Context: an optimization exercise on an open-source flow, tuned for small area. The choices shown serve that exercise and are no tape-out recipe. In this exercise RTL edits were held to simulation tests only and were not proved equivalent to the original. The flow treats the clock pin as an ideal source, which a real chip does not have. Power and IR drop assume default switching activity.

v6:
## de1_soc_uart_top
module de1_soc_uart_top (
    input  wire        CLOCK_50,
    input  wire        reset_n,
    input  wire        serial_rx,
    output wire        serial_tx,
    input  wire [2:0]  baud_select,
    output wire        tx_busy_led
);
Size in the first run: roughly 2400 cells after synthesis, roughly 8 I/O pins, ~0.045 mm2 of cells after synthesis.
Settings: LEC_CHECK=0, CAP_MARGIN=20, CELL_PAD_IN_SITES_DETAIL_PLACEMENT=0, CELL_PAD_IN_SITES_GLOBAL_PLACEMENT=1, CORE_MARGIN=2, CORE_UTILIZATION=65, PLACE_DENSITY=0.75, SLEW_MARGIN=20; clock period 20.0 ns.
standard.sh (not shown) runs the stock make flow with config.mk's settings and CLKGATE_MAP_FILE= SYNTH_SCRIPT=/design/flow/synth_recipe.tcl, a recipe that flattens the netlist after the stock synthesis.
==> flow/flow/run.sh <==
#!/bin/bash
# The standard layout (standard.sh), with clock tree synthesis told to
# build leaf clusters of at most 18 sinks driven by clkbuf_8 and to insert
# no dummy loads: the ~2100 flip-flops otherwise get a clkbuf_16 per ~12
# sinks plus dummy loads. Port buffers are buf_1 rather than the
# clkdlybuf4s50_1 that buffer_ports picks by default. The full output goes
# to standard.log; ORFS's own per-step logs are under orfs/logs.
set -euo pipefail
export CTS_ARGS="-sink_clustering_enable -repair_clock_nets -dont_use_dummy_load -buf_list sky130_fd_sc_hd__clkbuf_8 -sink_clustering_size 18 -sink_clustering_max_diameter 50"
export BUFFER_PORTS_ARGS="-buffer_cell sky130_fd_sc_hd__buf_1"
bash standard.sh > standard.log 2>&1
v6 did not stop at any stage, and its layout met the timing, DRC and antenna checks.
The inputs of v7 differ from those of v6 as listed below.
diff --git a/flow/flow/run.sh b/flow/flow/run.sh
--- a/flow/flow/run.sh
+++ b/flow/flow/run.sh
@@ -9,3 +9,4 @@
 export CTS_ARGS="-sink_clustering_enable -repair_clock_nets -dont_use_dummy_load -buf_list sky130_fd_sc_hd__clkbuf_8 -sink_clustering_size 18 -sink_clustering_max_diameter 50"
 export BUFFER_PORTS_ARGS="-buffer_cell sky130_fd_sc_hd__buf_1"
+export POST_CTS_TCL="$PWD/flow/post_cts.tcl"
 bash standard.sh > standard.log 2>&1
==> flow/flow/post_cts.tcl (new file) <==
# Downsize lightly loaded clock buffers: a clkbuf_8 whose net drives at most
# 10 pins becomes a clkbuf_4.
set n 0
foreach inst [get_cells -filter "ref_name == sky130_fd_sc_hd__clkbuf_8"] {
  set out [get_pins -of_objects $inst -filter "direction == output"]
  set net [get_nets -of_objects $out]
  set loads [llength [get_pins -of_objects $net -filter "direction == input"]]
  if {$loads <= 10} {
    replace_cell $inst sky130_fd_sc_hd__clkbuf_4
    incr n
  }
}
puts "post_cts: downsized $n clock buffers to clkbuf_4"
==> comparison <==
Comparing v7 and v6, synthesis-to-finish area growth is lower on v7. Between v7 and v6, the difference in wire length of the first global-routing pass is negligible. In terms of maximum single-stage delay on the critical path, v7 and v6 differ only marginally. Summary of v7 over v6: total power after layout shows a reduction of about 1.2%, final design instance area without fill decreased by about 0.36% relative to the old numbers, post-layout minimum cycle time has increased.

---

P:
Another version of the RTL of de1_soc_uart_top (not shown whole).
Size in the first run: ~2500 cells after synthesis, roughly 2100 flip-flops, roughly 8 I/O pins.
Design de1_soc_uart_top, start of the top module:
module de1_soc_uart_top (
    input  wire        CLOCK_50,
    input  wire        reset_n,
    input  wire        serial_rx,
    output wire        serial_tx,
    input  wire [2:0]  baud_select,
    output wire        tx_busy_led
);
  wire [7:0] rx_byte;
  wire       rx_byte_valid;
  wire [7:0] tx_byte;
  wire       tx_byte_load;
  wire       tx_byte_valid;
  wire       tx_busy;
  wire       tx_start_bit;
  uart_rx uart_rx_inst (
      .clk(CLOCK_50),
      .rst_n(reset_n),
      .baud_set(baud_select),
      .din(serial_rx),
      .rx_dout(rx_byte),
      .rx_vld(rx_byte_valid)
  );
  control control_inst (
      .clk(CLOCK_50),
      .rst_n(reset_n),
      .rx_din(rx_byte),
      .rx_vld(rx_byte_valid),
      .busy(tx_busy),
      .tx_din(tx_byte),
      .tx_load(tx_byte_load),
      .tx_vld(tx_byte_valid)
  );
  uart_tx uart_tx_inst (
      .clk(CLOCK_50),
      .rst_n(reset_n),
      .baud_set(baud_select),
      .tx_din(tx_byte),
      .tx_load(tx_byte_load),
      .tx_vld(tx_byte_valid),
      .tx_dout(serial_tx),
      .busy(tx_busy)
  );
  assign tx_busy_led = tx_busy;
endmodule
==> flow/config.mk <==
export PLATFORM = sky130hd
export DESIGN_NAME = de1_soc_uart_top
export DESIGN_NICKNAME = de1_soc_uart_top
export VERILOG_FILES = /design/flow/design.v
export SDC_FILE = /design/flow/constraint.sdc
export NUM_CORES = 4
export LEC_CHECK = 0
export CAP_MARGIN = 20
export CELL_PAD_IN_SITES_DETAIL_PLACEMENT = 0
export CELL_PAD_IN_SITES_GLOBAL_PLACEMENT = 1
export CORE_MARGIN = 2
export CORE_UTILIZATION = 65
export PLACE_DENSITY = 0.75
export SLEW_MARGIN = 20
==> flow/constraint.sdc <==
create_clock -name core_clock -period 20.0 [get_ports {CLOCK_50}]
set_input_delay 4.0000 -clock core_clock [delete_from_list [all_inputs] [get_ports {CLOCK_50}]]
set_output_delay 4.0000 -clock core_clock [all_outputs]
set_load 0.01 [all_outputs]
==> flow/flow/run.sh <==
#!/bin/bash
# The standard layout (standard.sh), with clock tree synthesis told to
# build leaf clusters of at most 18 sinks driven by clkbuf_8 and to insert
# no dummy loads: the ~2100 flip-flops otherwise get a clkbuf_16 per ~12
# sinks plus dummy loads. The full output goes to standard.log; ORFS's own
# per-step logs are under orfs/logs.
set -euo pipefail
export CTS_ARGS="-sink_clustering_enable -repair_clock_nets -dont_use_dummy_load -buf_list sky130_fd_sc_hd__clkbuf_8 -sink_clustering_size 22 -sink_clustering_max_diameter 40"
bash standard.sh > standard.log 2>&1
--- input diff P..Q ---
- an added ABC_AREA of 1
diff --git a/flow/flow/run.sh b/flow/flow/run.sh
--- a/flow/flow/run.sh
+++ b/flow/flow/run.sh
@@ -6,4 +6,4 @@
 # per-step logs are under orfs/logs.
 set -euo pipefail
-export CTS_ARGS="-sink_clustering_enable -repair_clock_nets -dont_use_dummy_load -buf_list sky130_fd_sc_hd__clkbuf_8 -sink_clustering_size 22 -sink_clustering_max_diameter 40"
+export CTS_ARGS="-sink_clustering_enable -repair_clock_nets -dont_use_dummy_load -buf_list sky130_fd_sc_hd__clkbuf_8 -sink_clustering_size 18 -sink_clustering_max_diameter 50"
 bash standard.sh > standard.log 2>&1
==> comparison <==
[Q] internal power component fell about 0.35% relative to P. Going from P to Q, post-detailed-placement cell area went up about 1%, cell area went up 410 sq um, slew at the pin closest to its max-slew limit went up 0.17 ns, number of global-route vias before repair went up 834, placement row count went up 1.
#### Input delta (R over Q)
- ABC_AREA removed (was 1)
Notes after the runs:
Q leaves less setup margin than R.
Count of fill cells added during filler insertion (R over Q): increase, 18
Between R and Q, the clock network fraction of total power does not differ in any meaningful way.
Relative contribution of combinational cells to total power: R vs Q — no meaningful difference
Across both runs, number of stages on the worst setup path was higher for R than for Q.
Compared with Q, in R via count went down, share of the clock period used by the worst path went down.
Looking at post-synthesis cell area, R sits below Q.
The end-of-flow core utilization of R exceeds that of Q by 0.38 points.
R ends up with lower total wire length than Q does.
> inputs changed (R -> S)
diff --git a/flow/flow/run.sh b/flow/flow/run.sh
--- a/flow/flow/run.sh
+++ b/flow/flow/run.sh
@@ -6,4 +6,4 @@
 # per-step logs are under orfs/logs.
 set -euo pipefail
-export CTS_ARGS="-sink_clustering_enable -repair_clock_nets -dont_use_dummy_load -buf_list sky130_fd_sc_hd__clkbuf_8 -sink_clustering_size 18 -sink_clustering_max_diameter 50"
+export CTS_ARGS="-sink_clustering_enable -repair_clock_nets -dont_use_dummy_load -buf_list sky130_fd_sc_hd__clkbuf_8 -sink_clustering_size 20 -sink_clustering_max_diameter 45"
 bash standard.sh > standard.log 2>&1
--- outcome ---
For instance count of the mapped netlist, R and S come out practically identical.
As far as area of the core goes, S and R are indistinguishable; the numbers are identical.
The total power of R and that of S are within noise of each other.
Status: final routed wire length divided by cell count parity (S, R)

separate check: timing with driven ports:
The flow's constraints put no driver on any port. The routed layouts listed below were extracted and timed again, unchanged, in two steps. Step 1, drivers: a clkbuf_16 drives CLOCK_50 and a buf_2 each remaining input, both assumed. Step 2, shift: input delay + t, output delay - t, t = (earliest + latest rising clock arrival at the registers) / 2. This alone moves slack from input paths to output paths. Three values: no drivers, after step 1, after step 2; two values: the first two.
run | t (ns) | setup WS [ns] | pins driven straight from the clock port
v6 | 0.763 | 14.268 / 14.213 / 13.748 | 1
v7 | 0.779 | 14.240 / 14.185 / 13.724 | 1
P | 0.793 | 14.039 / 13.984 / 13.279 | 1
Q | 0.782 | 13.518 / 13.458 / 14.035 | 1
R | 0.793 | 14.008 / 13.996 / 13.244 | 1
S | 0.793 | 14.007 / 13.958 / 13.242 | 1
After both steps every run listed still meets setup and hold. For S, which loses most, drivers alone change the setup slack by -0.049 ns; drivers and shift together by -0.765 ns.
